This is an optimization exercise on Yosys and OpenROAD, whose aim is small area, not a production implementation. In this exercise RTL edits were held to simulation tests only and were not proved equivalent to the original.

==> flow/design.v, too long to show whole: its modules and the start of the top module <==
// module sgap_conv: 4413 lines
// module fa_cell: 3 lines
// module ha_cell: 3 lines
// module g_and2: 3 lines
// module g_xa: 3 lines
module sgap_conv(clk,reset,ops,filterWeight2,filterWeight3,filterOut2,filterOut3,operands,data,sum);
  // ...
==> flow/flow/run.sh <==
#!/bin/bash
set -euo pipefail
W=$(pwd)
sed 's#^  log_cmd abc {\*}$abc_args#  set abc_args [lreplace $abc_args 0 1 -script '"$W"'/flow/area.abc]\n  log_cmd abc {*}$abc_args#' \
  "$FLOW_HOME/scripts/synth.tcl" > "$W/own_synth_body.tcl"
grep -q "flow/area.abc" "$W/own_synth_body.tcl"
sed 's#source $::env(SCRIPTS_DIR)/synth.tcl#source '"$W"'/own_synth_body.tcl#' synth_recipe.tcl > "$W/own_synth.tcl"
grep -q own_synth_body "$W/own_synth.tcl"
sed 's#SYNTH_SCRIPT=[^ ]*synth_recipe.tcl#SYNTH_SCRIPT='"$W"'/own_synth.tcl '"'"'BUFFER_PORTS_ARGS=-buffer_cell sky130_fd_sc_hd__buf_1'"'"' '"'"'CTS_ARGS=-sink_clustering_enable -repair_clock_nets -sink_clustering_size 16 -sink_clustering_max_diameter 100 -buf_list sky130_fd_sc_hd__clkbuf_8 -dont_use_dummy_load'"'"'#' \
  standard.sh > "$W/own_standard.sh"
grep -q own_synth.tcl "$W/own_standard.sh"
bash "$W/own_standard.sh" finish > "$W/flow.log" 2>&1
==> flow/flow/area.abc <==
strash
dch -f
amap
strash
dch -f
amap
==> flow/standard.sh <==
#!/bin/bash
# synth_recipe.tcl (not shown) runs the flow's synth.tcl, then flattens the netlist and writes it again
# the make line also repeats each setting of config.mk as NAME=value (left out here)
make -C /OpenROAD-flow-scripts/flow DESIGN_CONFIG=/design/flow/config.mk WORK_HOME=/design/flow/orfs CLKGATE_MAP_FILE= SYNTH_SCRIPT=/design/flow/synth_recipe.tcl "${@:-finish}"
==> flow/config.mk <==
export PLATFORM = sky130hd
export DESIGN_NAME = sgap_conv
export DESIGN_NICKNAME = sgap_conv
export VERILOG_FILES = /design/flow/design.v
export SDC_FILE = /design/flow/constraint.sdc
export NUM_CORES = 4
export LEC_CHECK = 0
export ABC_AREA = 1
export CAP_MARGIN = 20
export CORE_MARGIN = 2
export CORE_UTILIZATION = 40
export CTS_BUF_LIST = sky130_fd_sc_hd__clkbuf_8
export CTS_CLUSTER_DIAMETER = 100
export CTS_CLUSTER_SIZE = 16
export GPL_TIMING_DRIVEN = 0
export SLEW_MARGIN = 20
export SYNTH_HIERARCHICAL = 1
==> flow/constraint.sdc <==
create_clock -name core_clock -period 35.0 [get_ports {clk}]
set_input_delay 7.0000 -clock core_clock [delete_from_list [all_inputs] [get_ports {clk}]]
set_output_delay 7.0000 -clock core_clock [all_outputs]
set_load 0.01 [all_outputs]
==> metrics.json, run 1 <==
{
  "num_io_pins": 734,
  "mostFrequentLayoutCells": "fa_1 (855), buf_1 (625), nor2_1 (512)",
  "fill_cells": 10240,
  "final-nonclk-buf-share_pct": 5.118,
  "dp_hpwl_microns": 162600,
  "clock_buffers": 21,
  "critical_path_at_ns": 25.47,
  "critPathMostFrequentCell": "nor2_1",
  "unrepaired_setup_endpoints_after_global_routing": "false",
  "max_flop_register": "c2",
  "cts-root-to-sink-buffers": 3,
  "critPathTopFamily": "compound AO/OA/AOI/OAI gates",
  "layout.non_clock_inverters": 319,
  "drtPass1Iterations": 6,
  "synth_edf_count": 0,
  "pre_cts_slack_ns": 2.830,
  "outcome": "timing/DRC/antenna clean",
  "endpoint_class_of_the_critical_path": "primary output",
  "largestClassByArea": "multi-input combinational cells",
  "cts.clk_slew.worst_paths_ns": 0.09,
  "share_of_the_final_layout_cell_area_in_multi_input_gates_pct": 77.46,
  "drt-total-wl_microns": 184500,
  "final.min_clock_period_ns": 32.47,
  "synth.top_cell.area_share_pct": 40.90,
  "whs_ns": 0.3032,
  "die_area_sq_um": 107200,
  "grt_usage_pct": 33.75
}
==> inputs of run 2 (changes only) <==
--- a/flow/design.v
+++ b/flow/design.v
@@ -4107,22 +4107,25 @@
 fa_cell t_fa749 (t_1443, t_1442, t_1496, t_1497, t_1498);
 wire t_1499;
 wire t_1500;
 fa_cell t_fa750 (t_1445, t_1444, t_1498, t_1499, t_1500);
 wire t_1501;
 wire t_1502;
 fa_cell t_fa751 (t_1392, t_1446, t_1500, t_1501, t_1502);
 wire [28:0] tot = {t_1502,t_1501,t_1499,t_1497,t_1495,t_1493,t_1491,t_1489,t_1487,t_1485,t_1483,t_1481,t_1479,t_1477,t_1475,t_1473,t_1471,t_1469,t_1467,t_1465,t_1463,t_1461,t_1459,t_1457,t_1455,t_1453,t_1451,t_1449,t_1447};
-reg v2;
+reg v2, v3;
 always @(posedge clk or negedge reset)
-  if (!reset) v2 <= 1'b0;
-  else v2 <= v1;
+  if (!reset) begin
+    v2 <= 1'b0; v3 <= 1'b0;
+  end else begin
+    v2 <= v1; v3 <= v2;
+  end
 always @(posedge clk) begin
-  acc <= tot & {29{v1}};
+  acc <= tot;
   r <= acc;
 end
 reg [11:0] mx;
 reg [8:0] act;
 integer b, k;
 always @(*) begin
   act = 9'h1ff;
   for (b = 11; b >= 0; b = b - 1) begin
@@ -4401,17 +4404,17 @@
   for (b = 11; b >= 0; b = b - 1) begin
     rem = {rem[3:0], asum[b]};
     avg[b] = (rem >= 5'd9);
     if (avg[b]) rem = rem - 5'd9;
   end
 end
 always @(*)
   case (ops)
-    2'b00: sum = v2 ? {1'b0, r} : 30'b0;
+    2'b00: sum = v3 ? {1'b0, r} : 30'b0;
     2'b01: sum = reset ? {18'b0, mx} : 30'b0;
     2'b10: sum = reset ? {18'b0, avg} : 30'b0;
     default: sum = data[29:0];
   endcase
 endmodule
 module fa_cell(input a, input b, input c, output s, output co);
 assign {co, s} = a + b + c;
 endmodule
==> run 2 against run 1 <==
- critical path depth increased by 1
- critical path type unchanged
- non-clock buffer count increased by 2
- critical endpoint unchanged
- clock skew decreased by 0.010 ns
- area after synthesis decreased by 0.42%
- via count increased by 0.50%
- hold slack got worse by 0.027 ns
- largest cell class unchanged
- flip-flop and latch count increased by 1
- utilization decreased by 0.061 points
==> metrics.json, run 2 <==
{
  "cts_resized": 0,
  "final.setup.tns_ns": 0,
  "route.detailed.drc": 0,
  "drive_gt1_share_pct": 0.5956,
  "drt.antenna.violating_nets": 0,
  "min_period_over_period_pct": 94.19,
  "cts-root-to-sink-buffers": {"value": 3, "change": "unchanged"},
  "setup-violations-final": 0,
  "drt_iter0_drc": 5000,
  "yosys.area.top_type": "fa_1",
  "drt-total-wl": {"value": 185600, "unit": "microns", "change": "+0.60%"},
  "timing.critical_path.slowest_stage_cell": "fa_1",
  "timing.critical_path.slowest_cell_delay_ns": 0.60,
  "tritoncts": "done",
  "worst_slew_pin_slew_ns": 1.087,
  "synth_edf_count": {"value": 0, "change": "unchanged"},
  "design.core.area_sq_um": 103500,
  "critical_path_buf_inv_count": 16,
  "critPathTopFamily": "compound AO/OA/AOI/OAI gates",
  "cts_root_buffer": "clkbuf_8",
  "max_flop_register": "c2",
  "criticalPathCategory": "input port to primary output",
  "finalWeightedCongestion": 1.058,
  "buffer_ports.inserted": 627,
  "final_hold_viol_count": 0,
  "unrepaired_setup_endpoints_after_global_routing": "false",
  "endpoint_class_of_the_critical_path": "primary output",
  "clock-skew-final_ns": 0.07336,
  "final-max-slew-violation-count": 0,
  "biggestRegsByFlops": "c2 (108), p3 (72)",
  "die_height_microns": 326.8,
  "synth_most_common_cell": "fa_1",
  "number_of_global_route_vias_before_repair": 39910,
  "average_cell_area_after_synthesis_sq_um": 9.501,
  "num_io_pins": {"value": 734, "change": "unchanged"},
  "max_freq_mhz": 30.33,
  "die_area": {"value": 106800, "unit": "sq um", "change": "-0.42%"},
  "num-nets-final": 6689,
  "post_synth_most_frequent_cells": "fa_1 (855), nor2_1 (506), o22ai_1 (495)",
  "largest_register_ffs": 108,
  "cts.htree.levels": 1,
  "syn_area_sq_um": 41670,
  "synth_cells": 4386,
  "synthArstFlopShare_pct": 1.245,
  "synth.net_count": 6036,
  "mostFrequentLayoutCells": "fa_1 (855), buf_1 (625), nor2_1 (506)",
  "post_drt_via_cell_ratio": 6.423,
  "layout-area-overhead-vs-synth_pct": 10.74,
  "antenna_found_initial": 16,
  "start_util_pct": 40.26,
  "worst-endpoint-required_ns": 28.00,
  "vias": 41290,
  "dominantRegCellSynth": "dfxtp_1",
  "layout_commonest_cell": "fa_1",
  "outcome": "timing/DRC/antenna clean",
  "ys_seq_elements": 241,
  "synthDistinctLibCells": 45,
  "synth_sequential_area_ratio_pct": 11.61,
  "drtPass1Iterations": {"value": 8, "change": "+2"},
  "global_route.overflow_total": 0,
  "synth_top_cells_by_area": "fa_1 (41%), dfxtp_1 (11%), o22ai_1 (7.4%)",
  "num_rows": 118,
  "cts.clk_slew.worst_paths": {"value": 0.11, "unit": "ns", "change": "+0.02 ns"},
  "maxCapViolCount": 0,
  "final.min_clock_period": {"value": 32.97, "unit": "ns", "change": "+0.4912 ns"},
  "grt_usage": {"value": 34.08, "unit": "%", "change": "+0.33 points"},
  "post_cts_setup_buffer_count": 0,
  "final_util_pct": 44.59,
  "synth.top_cell.area_share": {"value": 41.08, "unit": "%", "change": "+0.17 points"},
  "fill_cells": {"value": 10200, "change": "-0.35%"},
  "clkLatencyLatePin_ns": 0.70,
  "global_route_wire_length_before_repair_microns": 267000,
  "ys_warn_count": 7,
  "whs": {"value": 0.2760, "unit": "ns", "change": "-0.02722 ns"},
  "critical_path_at": {"value": 25.97, "unit": "ns", "change": "+0.50 ns"},
  "largest_net_degree_at_the_start_of_global_routing": 28,
  "detail_route.wl_per_cell_microns": 28.87,
  "startpoint_type": "input port",
  "holdCritPathClass": "flip-flop to flip-flop",
  "critPathMostFrequentCell": "o22ai_1",
  "postCtsHoldBufs": 0,
  "dp_hpwl": {"value": 163000, "unit": "microns", "change": "+0.30%"},
  "maxSlewHeadroom_pct": 27.10,
  "number_of_clock_buffers_inserted_by_tritoncts": 20,
  "cts.sinks": 241,
  "timing.critical_path.fanout_max": 7,
  "die_w_microns": 326.8
}
[run 2: final timing paths]
check | startpoint | slack (ns) | end | cells after the start
min in group asynchronous | reset | 6.15 | v1$_DFF_PN0_ | 1
max reg2reg | c2[96]$_DFF_P_ | 18.71 | acc[27]$_DFF_P_ | 40
min | acc[16]$_DFF_P_ | 0.28 | r[16]$_DFF_P_ | 0
max | operands[14] | 2.03 | sum[0] | 89
min reg2reg | acc[16]$_DFF_P_ | 0.28 | r[16]$_DFF_P_ | 0
max in group asynchronous | reset | 28.56 | v3$_DFF_PN0_ | 1
[run 2: area by class of cell]
class	count	area, sq um	share of cell area [%]
flip-flops and latches	241	4840	10.49
diodes	12	30.03	0.06507
multi-input cells	3822	35630	77.22
clock buffers	20	275.3	0.5965
inverters	323	1212	2.627
well taps	1380	1727	3.742
repair buffers	631	2429	5.263
[run 2: Yosys stat by module (local to each module, per instance)]
module     times used  flops+latches  cells inside
fa_cell           854              0             1
g_and2            180              0             1
g_xa               36              0             4
ha_cell            55              0             1
sgap_conv           1            241          3153
[run 2: metrics by stage]
stage | instance area [sq um] | setup slack (ns) | instances
floorplan | 41670 | 5.970 | 4386
global placement | 45750 | 2.731 | 6393
detailed placement | 45830 | 2.273 | 6397
CTS | 46110 | 2.221 | 6417
global route | 46120 | 0.1775 | 6420
finish | 46150 | 2.034 | 6429
[run 2: kinds of logic after synthesis]
group | synth area share, %
AOI/OAI and AO/OA | 25.99
adders and majority gates | 43.81
buffers and inverters | 2.910
DFF | 11.61
other | 0.008999
and+or+nand+nor | 15.66
[run 2: layer usage]
| metal | vias to the layer above | share of wire, % | track usage, % | wire length (microns) |
|---|---|---|---|---|
| met5 | - | 0.039 | 0 | 72 |
| met4 | 12 | 4.0 | 11.29 | 7502 |
| met3 | 369 | 11 | 8.671 | 19560 |
| met2 | 2422 | 46 | 55.13 | 85400 |
| met1 | 20570 | 39 | 44.60 | 73090 |
| li1 | 17920 | - | - | - |

port drivers added, routing unchanged:
Ports are ideal in the flow. The routed layouts listed here were re-timed in OpenROAD. Step 1, drivers: a clkbuf_16 drives clk and a buf_2 each remaining input, both assumed. Step 2, shift: input delay + t, output delay - t, t = (earliest + latest rising clock arrival at the registers) / 2. This alone moves slack from input paths to output paths. Slacks: ideal ports / drivers / drivers and shift; pairs: ideal ports / drivers.
| run | shift t [ns] | setup slack, ns | clock arrival spread, ns |
|---|---|---|---|
| run 1 | 0.722 | 2.525 / 2.434 / 2.434 | 0.100 / 0.101 |
| run 2 | 0.733 | 2.034 / 1.999 / 1.999 | 0.074 / 0.074 |
After both steps setup and hold are still met in every run listed. For run 1, which loses most, drivers alone change the setup slack by -0.091 ns; drivers and shift together by -0.091 ns.
